This design comes from an exercise in tuning for small area on the open sky130 flow, not from production work.
Only simulation tests tie the RTL to the original design; equivalence was not proved.

// DIS
module DIS (
    input CLK,
    input RSTBAR,
    input TOG,
    input [15:0] IN,
    output [1:0] ENBAR,
    output [6:0] SEG1,
    output [6:0] SEG2,
    output [6:0] SEG3
);
Size in the first run: about 42 I/O pins, ~2200 um^2 of cells after synthesis.
==> flow/config.mk <==
export PLATFORM = sky130hd
export DESIGN_NAME = DIS
export DESIGN_NICKNAME = DIS
export VERILOG_FILES = /design/flow/design.v
export SDC_FILE = /design/flow/constraint.sdc
export NUM_CORES = 4
export LEC_CHECK = 0
export ABC_AREA = 1
export CAP_MARGIN = 20
export CORE_MARGIN = 2
export CORE_UTILIZATION = 40
export CTS_BUF_LIST = sky130_fd_sc_hd__clkbuf_4
export SLEW_MARGIN = 20
==> flow/constraint.sdc <==
create_clock -name core_clock -period 20.0 [get_ports {CLK}]
set_input_delay 4.0000 -clock core_clock [delete_from_list [all_inputs] [get_ports {CLK}]]
set_output_delay 4.0000 -clock core_clock [all_outputs]
set_load 0.01 [all_outputs]
standard.sh (not shown) runs the stock make flow with config.mk's settings and CLKGATE_MAP_FILE= SYNTH_SCRIPT=/design/flow/synth_recipe.tcl, a recipe that flattens the netlist after the stock synthesis.
==> flow/flow/run.sh <==
#!/bin/bash
# Own layout flow: the standard flow (standard.sh) with these changes:
#  - synthesis runs synth_recipe.tcl unchanged, except that adders are not
#    extracted into ha/fa cells and the final ABC technology mapping is run
#    once per script in flow/abc*.script, keeping the smallest result;
#  - port buffers use sky130_fd_sc_hd__buf_1 (every port still gets one).
# Each tool's output goes to a log file in the work folder.
set -euo pipefail
W=$PWD
cat > "$W/my_synth.tcl" <<T
proc extract_fa {args} {}
proc abc {args} {
  set i [lsearch -exact \$args -script]
  design -save pre_abc
  set best_area 1e18
  foreach s [lsort [glob $W/flow/abc*.script]] {
    design -load pre_abc
    lset args [expr {\$i + 1}] \$s
    yosys abc {*}\$args
    tee -q -o $W/abc_stat.txt stat {*}\$::lib_args
    set f [open $W/abc_stat.txt r]
    set txt [read \$f]
    close \$f
    regexp {Chip area for module \S+: ([0-9.]+)} \$txt -> area
    puts "ABC script \$s: area \$area"
    if {\$area < \$best_area} {
      set best_area \$area
      design -save best_abc
    }
  }
  design -load best_abc
  puts "ABC best area \$best_area"
}
source $W/synth_recipe.tcl
T
bash standard.sh SYNTH_SCRIPT="$W/my_synth.tcl" synth > "$W/synth.log" 2>&1
bash standard.sh SYNTH_SCRIPT="$W/my_synth.tcl" \
  BUFFER_PORTS_ARGS="-buffer_cell sky130_fd_sc_hd__buf_1" finish > "$W/layout.log" 2>&1
test -f out/final.def
==> flow/flow/abc0.script <==
strash; dc2; dch -f; amap; strash; dc2; dch -f; amap; topo
==> flow/flow/abc1.script <==
strash; &get -n; &deepsyn -T 100 -S 1; &put; dch -f; amap; topo
==> flow/flow/abc2.script <==
strash; &get -n; &deepsyn -T 100 -S 2; &put; dch -f; amap; topo
==> flow/flow/abc3.script <==
strash; &get -n; &deepsyn -T 100 -S 3; &put; dch -f; amap; topo
==> flow/flow/abc4.script <==
strash; &get -n; &deepsyn -T 100 -S 4; &put; dch -f; amap; topo
The starting point passed the timing, design-rule and antenna checks.
==> next run, changes <==
==> flow/flow/abc1.script (replaced) <==
strash; &get -n; &deepsyn -T 90 -S 1; &put; dch -f; amap; topo
==> flow/flow/abc2.script (replaced) <==
strash; &get -n; &deepsyn -T 90 -S 2; &put; dch -f; amap; topo
==> flow/flow/abc3.script (replaced) <==
strash; &get -n; &deepsyn -T 90 -S 3; &put; dch -f; amap; topo
==> flow/flow/abc4.script (replaced) <==
strash; &get -n; &deepsyn -T 90 -S 4; &put; dch -f; amap; topo
==> flow/flow/abc5.script (new file) <==
strash; &get -n; &deepsyn -T 90 -S 5; &put; dch -f; amap; topo
==> flow/flow/abc6.script (new file) <==
strash; &get -n; &deepsyn -T 90 -S 6; &put; dch -f; amap; topo
==> flow/flow/abc7.script (new file) <==
strash; &get -n; &deepsyn -T 90 -S 7; &put; dch -f; amap; topo
==> flow/flow/abc8.script (new file) <==
strash; &get -n; &deepsyn -T 90 -S 8; &put; dch -f; amap; topo
removed: flow/flow/abc0.script
After rerunning: Final cell count shrinks by 2.5%; utilization barely changes; via count came out lower by 4.4%; cell area drops by 1.3%.
==> next run, changes <==
==> flow/flow/abc_s14.script (new file) <==
strash; &get -n; &deepsyn -T 90 -S 14; &put; dch -f; amap; topo
==> flow/flow/abc_s26.script (new file) <==
strash; &get -n; &deepsyn -T 90 -S 26; &put; dch -f; amap; topo
- GPL_TIMING_DRIVEN: unset -> 0
removed: flow/flow/abc1.script
removed: flow/flow/abc2.script
removed: flow/flow/abc3.script
removed: flow/flow/abc4.script
removed: flow/flow/abc5.script
removed: flow/flow/abc6.script
removed: flow/flow/abc7.script
removed: flow/flow/abc8.script
Outcome: The new run ran to the end with no violations; flip-flop and latch count does not change; via count barely changes; die area decreases by 1.5%.
==> next run, changes <==
==> flow/flow/abc_s36.script (new file) <==
strash; &get -n; &deepsyn -T 90 -S 36; &put; dch -f; amap; topo
==> flow/flow/abc_s44.script (new file) <==
strash; &get -n; &deepsyn -T 90 -S 44; &put; dch -f; amap; topo
==> flow/flow/abc_s8.script (new file) <==
strash; &get -n; &deepsyn -T 90 -S 8; &put; dch -f; amap; topo
- GPL_TIMING_DRIVEN: 0 -> unset
Effect: The new run completed without violations; routed wire length hardly moves; count of clock-buffer cells in the layout does not change; via count came out higher by 0.77%; first-iteration DRC count came out higher by 43%; critical path depth does not change.

========
Setup of job 4137:
Another version of the RTL of DIS (not shown whole).
For scale: ~400 cells after synthesis, roughly 18 flip-flops, about 42 I/O pins, roughly 2200 um2 of cells after synthesis.
Settings: LEC_CHECK=0, ABC_AREA=1, CAP_MARGIN=20, CORE_MARGIN=2, CORE_UTILIZATION=40, SLEW_MARGIN=20; clock period 20.0 ns.
==> flow/flow/run.sh <==
#!/bin/bash
# Own layout flow: the standard flow (standard.sh) with two changes:
#  - synthesis runs synth_recipe.tcl unchanged, except that adders are not
#    extracted into ha/fa cells and the final ABC technology mapping uses
#    the area-oriented script flow/abc.script;
#  - port buffers use sky130_fd_sc_hd__buf_1 (every port still gets one).
# Each tool's output goes to a log file in the work folder.
set -euo pipefail
W=$PWD
cat > "$W/my_synth.tcl" <<T
proc extract_fa {args} {}
proc abc {args} {
  set i [lsearch -exact \$args -script]
  if {\$i >= 0} { lset args [expr {\$i + 1}] $W/flow/abc.script }
  yosys abc {*}\$args
}
source $W/synth_recipe.tcl
T
bash standard.sh SYNTH_SCRIPT="$W/my_synth.tcl" synth > "$W/synth.log" 2>&1
bash standard.sh SYNTH_SCRIPT="$W/my_synth.tcl" \
  BUFFER_PORTS_ARGS="-buffer_cell sky130_fd_sc_hd__buf_1" finish > "$W/layout.log" 2>&1
test -f out/final.def
==> flow/flow/abc.script <==
strash; &get -n; &deepsyn -T 120; &put; dch -f; amap; topo
Changes in job 9097 relative to job 4137:
- CTS_BUF_LIST newly set to sky130_fd_sc_hd__clkbuf_4
[summary]
Final cell count came out exactly the same in job 4137 and job 9097.
Looking at job 4137 and job 9097, the final critical-path share of the clock period is a wash.
Going from job 4137 to job 9097, number of clock-tree buffers in the layout went down 1, total non-filler cell area in the finished layout went down about 1.2%, sequential share of cell area went up 0.18 points, global-route met1 utilization held, H-tree depth held.
The multi-input logic portion of the cell area of job 9097 exceeds that of job 4137 by 0.77 points.
Any difference in first-pass GRT wire length between job 9097 and job 4137 is small enough to ignore.
Changes in job 1973 relative to job 9097:
- CTS_CLUSTER_SIZE: unset -> 20
- CTS_CLUSTER_DIAMETER: unset -> 100
## What came out
Job 1973 went all the way through the flow, and no timing, DRC or antenna check failed.
Largest driver fanout on the critical path: job 9097 vs job 1973 identical
From job 9097 to job 1973, area fraction of clock buffers and clock inverters did not move at all.
For TritonCTS sink count, job 1973 and job 9097 come out practically identical.

-- afterwards: timing with drivers on the ports --
In the flow no input, the clock included, has a driving cell. The finished layouts below were timed again as built, in two steps.
Step 1 assumes that a clkbuf_16 drives the clock port and a buf_2 every other input.
Step 2 also shifts input and output timing later by t, the mid clock arrival at the registers, as if the neighbouring blocks saw the same clock.
Three values: ideal, step 1, step 2; two values: the first two.
run	t (ns)	setup slack, ns	worst hold slack (ns)
the first run of note 1	0.319	5.435 / 5.413 / 5.732	0.686 / 0.686 / 0.686
the second run of note 1	0.304	3.983 / 3.962 / 4.266	0.651 / 0.651 / 0.651
the third run of note 1	0.295	2.842 / 2.823 / 3.118	0.726 / 0.726 / 0.726
the fourth run of note 1	0.292	2.801 / 2.782 / 3.075	0.726 / 0.726 / 0.726
job 4137	0.278	4.066 / 4.043 / 4.320	0.678 / 0.678 / 0.678
job 9097	0.316	4.074 / 4.055 / 4.371	0.689 / 0.689 / 0.689
job 1973	0.316	4.074 / 4.055 / 4.371	0.689 / 0.689 / 0.689
After both steps setup and hold are still met in every run listed.
